From an optimization exercise on the open Yosys and OpenROAD flow, aimed at small area, a short achievable clock period and few clock cycles per item; shortcuts taken in it are not production practice. Function was checked by simulation only, so behaviour that the tests miss may differ from the original. The clock input has no modelled driver; a real chip could not lean on it and would need a root buffer or a full tree.

Setup of build 72:
// matrixMultiplier
module matrixMultiplier(input st, rst, clk, input [7:0] data_in, output done, output [7:0] dataout);
==> flow/config.mk <==
export PLATFORM = sky130hd
export DESIGN_NAME = matrixMultiplier
export DESIGN_NICKNAME = matrixMultiplier
export VERILOG_FILES = /design/flow/design.v
export SDC_FILE = /design/flow/constraint.sdc
export NUM_CORES = 4
export LEC_CHECK = 0
export ABC_AREA = 1
export ABC_CLOCK_PERIOD_IN_PS = 3000
export CAP_MARGIN = 20
export CORE_MARGIN = 2
export CORE_UTILIZATION = 40
export SLEW_MARGIN = 20
==> flow/constraint.sdc <==
create_clock -name core_clock -period 10.0 [get_ports {clk}]
set_input_delay 2.0000 -clock core_clock [delete_from_list [all_inputs] [get_ports {clk}]]
set_output_delay 2.0000 -clock core_clock [all_outputs]
set_load 0.01 [all_outputs]
standard.sh (not shown) runs the stock make flow with config.mk's settings and CLKGATE_MAP_FILE= SYNTH_SCRIPT=/design/flow/synth_recipe.tcl, a recipe that flattens the netlist after the stock synthesis.
==> flow/flow/run.sh <==
#!/bin/bash
# Own layout flow: the standard ORFS flow (standard.sh, unchanged synthesis),
# with the port buffers made of sky130_fd_sc_hd__buf_2 instead of the default
# delay-cell buffers, a larger setup-repair margin and clock-tree options of our
# own.  Every make step writes its own log under orfs/logs/; make's own output
# goes to standard.log.
set -euo pipefail
export BUFFER_PORTS_ARGS="-buffer_cell sky130_fd_sc_hd__buf_2"
export SETUP_SLACK_MARGIN=7.0
export CTS_ARGS="-sink_clustering_enable -repair_clock_nets -sink_clustering_size 30 -sink_clustering_max_diameter 100 -buf_list sky130_fd_sc_hd__clkbuf_16 -dont_use_dummy_load"
bash standard.sh > standard.log 2>&1
Testbench counts of build 72, summed over its fixed seeds: cycles 7,680, items 160.
[inputs] build 67 vs build 72
Settings: ABC_AREA: 1 -> unset.
-- flow/flow/run.sh --
<<< build 72, line 8
export BUFFER_PORTS_ARGS="-buffer_cell sky130_fd_sc_hd__buf_2"
export SETUP_SLACK_MARGIN=7.0
export CTS_ARGS="-sink_clustering_enable -repair_clock_nets -sink_clustering_size 30 -sink_clustering_max_diameter 100 -buf_list sky130_fd_sc_hd__clkbuf_16 -dont_use_dummy_load"
bash standard.sh > standard.log 2>&1
>>> build 67, line 8
export BUFFER_PORTS_ARGS="-buffer_cell sky130_fd_sc_hd__buf_2"
export SETUP_SLACK_MARGIN=7.0
export CTS_ARGS="-sink_clustering_enable -repair_clock_nets -sink_clustering_size 30 -sink_clustering_max_diameter 100 -buf_list {sky130_fd_sc_hd__clkbuf_8 sky130_fd_sc_hd__clkbuf_16} -dont_use_dummy_load"
bash standard.sh > standard.log 2>&1
Notes after the runs:
Changes observed in build 67 relative to build 72: number of post-CTS setup repair buffers level; floorplan die width moved down; average size of a mapped cell moved up; clock buffer and inverter area fraction after layout level.
Between build 72 and build 67, fill cell total of the finished layout is higher for build 72, build 67 comes in under that.
Between build 67 and build 72, it is build 67 whose wire length of the first global-routing pass is higher, by 0.49%.
In build 67, ratio of cells with drive above 1 in the final layout is higher than in build 72.
Summary of build 67 over build 72: combined area of the multi-input logic cells saw an increase, final standard cell area without fillers decreased 1.4%.
[inputs] build 12 vs build 67
Settings: a change of CORE_UTILIZATION from 40 to 65.
==> flow/flow/run.sh <==
#!/bin/bash
# Own layout flow: the standard ORFS flow (standard.sh, unchanged synthesis),
# with the port buffers made of sky130_fd_sc_hd__buf_2 instead of the default
# delay-cell buffers, a larger setup-repair margin, clock-tree options of our
# own, and a hook after clock-tree synthesis (flow/cts_post.tcl) that drives the
# leaf clock buffers straight from the root clock buffer.  Every make step
# writes its own log under orfs/logs/; make's own output goes to standard.log.
set -euo pipefail
export BUFFER_PORTS_ARGS="-buffer_cell sky130_fd_sc_hd__buf_2"
export SETUP_SLACK_MARGIN=7.1
export CTS_ARGS="-sink_clustering_enable -repair_clock_nets -sink_clustering_size 30 -sink_clustering_max_diameter 100 -buf_list sky130_fd_sc_hd__clkbuf_16 -dont_use_dummy_load"
export POST_CTS_TCL="$PWD/flow/cts_post.tcl"
bash standard.sh > standard.log 2>&1
==> flow/flow/cts_post.tcl (new file) <==
# POST_CTS_TCL hook: drive the leaf clock buffers straight from the root
# clock buffer.  TritonCTS puts one H-tree level of branch buffers between the
# root buffer and the leaf buffers; removing that level makes the clock reach
# every register earlier by the same amount.  Timing is then repaired again
# and the placement legalised, as cts.tcl does after clock_tree_synthesis.
set block [ord::get_db_block]
set clkport [$block findBTerm clk]
set clknet [$clkport getNet]
# the root buffer: the clock port's only load
set root ""
foreach it [$clknet getITerms] { if {[$it isInputSignal]} { set root [$it getInst] } }
set rootnet [[$root findITerm X] getNet]
set removed 0
foreach it [$rootnet getITerms] {
  set inst [$it getInst]
  if {$inst == $root} continue
  if {![string match "*clkbuf*" [[$inst getMaster] getName]]} continue
  set onet [[$inst findITerm X] getNet]
  # bypass it only if it drives nothing but other clock buffers
  set ok 1
  foreach l [$onet getITerms] {
    if {[$l getInst] == $inst} continue
    if {![string match "*clkbuf*" [[[$l getInst] getMaster] getName]]} { set ok 0 }
  }
  if {!$ok} continue
  foreach l [$onet getITerms] {
    if {[$l getInst] == $inst} continue
    $l disconnect
    $l connect $rootnet
  }
  puts "bypassed clock buffer [$inst getName]"
  odb::dbInst_destroy $inst
  odb::dbNet_destroy $onet
  incr removed
}
puts "removed $removed branch clock buffers"
estimate_parasitics -placement
report_clock_skew
repair_timing_helper
detailed_placement
check_placement -verbose
## What came out
The run showing the smaller least setup slack across all paths after layout is build 67.
| minimum clock period | build 12 vs build 67 | better |
Between build 12 and build 67, it is build 12 whose cell area is lower, by about 1.5%.
[compare] base=build 67 new=build 12: final cell count shrank by 11%, height of the die now sits lower, met1 usage in global routing now larger, clock skew has increased, starting utilization of the core area went up 27 points.
Going from build 67 to build 12, the portion of the clock cycle consumed by the worst path in the final layout was found to have gone down by 0.64 points.
Diff build 67..build 12 | worst hold slack | negligible
Changes in build 16 relative to build 12:
Settings: CORE_UTILIZATION: 65 -> 40.
==> flow/flow/run.sh <==
#!/bin/bash
# Own layout flow: the standard ORFS flow (standard.sh, unchanged synthesis),
# with the port buffers made of sky130_fd_sc_hd__buf_2 instead of the default
# delay-cell buffers, a larger setup-repair margin and clock-tree options of our
# own.  Every make step writes its own log under orfs/logs/; make's own output
# goes to standard.log.
set -euo pipefail
export BUFFER_PORTS_ARGS="-buffer_cell sky130_fd_sc_hd__buf_2"
export SETUP_SLACK_MARGIN=7.0
export CTS_ARGS="-sink_clustering_enable -repair_clock_nets -sink_clustering_size 30 -sink_clustering_max_diameter 100 -buf_list sky130_fd_sc_hd__clkbuf_16 -dont_use_dummy_load"
bash standard.sh > standard.log 2>&1
removed: flow/flow/cts_post.tcl
==> comparison <==
Delta (build 16 minus build 12): final-stage net count now sits at about the same level; die area now sits higher; routed via count now sits higher; multiplexer area fraction after synthesis now sits at about the same level; global-route wire length before repair now sits higher. Compare build 12 and build 16 | wire length reported by the detailed router lower: build 12. Changes observed in build 16 relative to build 12: worst path setup slack after routing -0.064 ns, final total negative setup slack ~0 delta, last weighted congestion value of the routability-driven placer +about 6%, total routed wire length on the met1 layer +11%.

-- port drivers added, routing unchanged --
The results above use ideal ports. As a check the final layouts listed here were re-extracted and re-timed, cells and wires unchanged.
Step 1 assumes that a clkbuf_16 drives the clock port and a buf_2 every other input.
Step 2, shift: input delay + t, output delay - t, t = (earliest + latest rising clock arrival at the registers) / 2. This alone moves slack from input paths to output paths.
a / b / c = no drivers / after step 1 / after step 2; a / b = the first two.
run | t (ns) | slack for setup (ns) | clock arrival spread, ns | worst register clock-pin slew, ns | cell pins on the clock port's net
build 72 | 0.484 | 7.043 / 7.003 / 7.272 | 0.051 / 0.050 | 0.11 / 0.11 | 1
build 67 | 0.487 | 7.046 / 7.006 / 7.136 | 0.059 / 0.059 | 0.11 / 0.11 | 1
build 12 | 0.394 | 7.110 / 7.072 / 7.207 | 0.068 / 0.067 | 0.11 / 0.11 | 1
build 16 | 0.487 | 7.046 / 7.006 / 7.136 | 0.059 / 0.059 | 0.11 / 0.11 | 1
After both steps setup and hold are still met in every run listed.
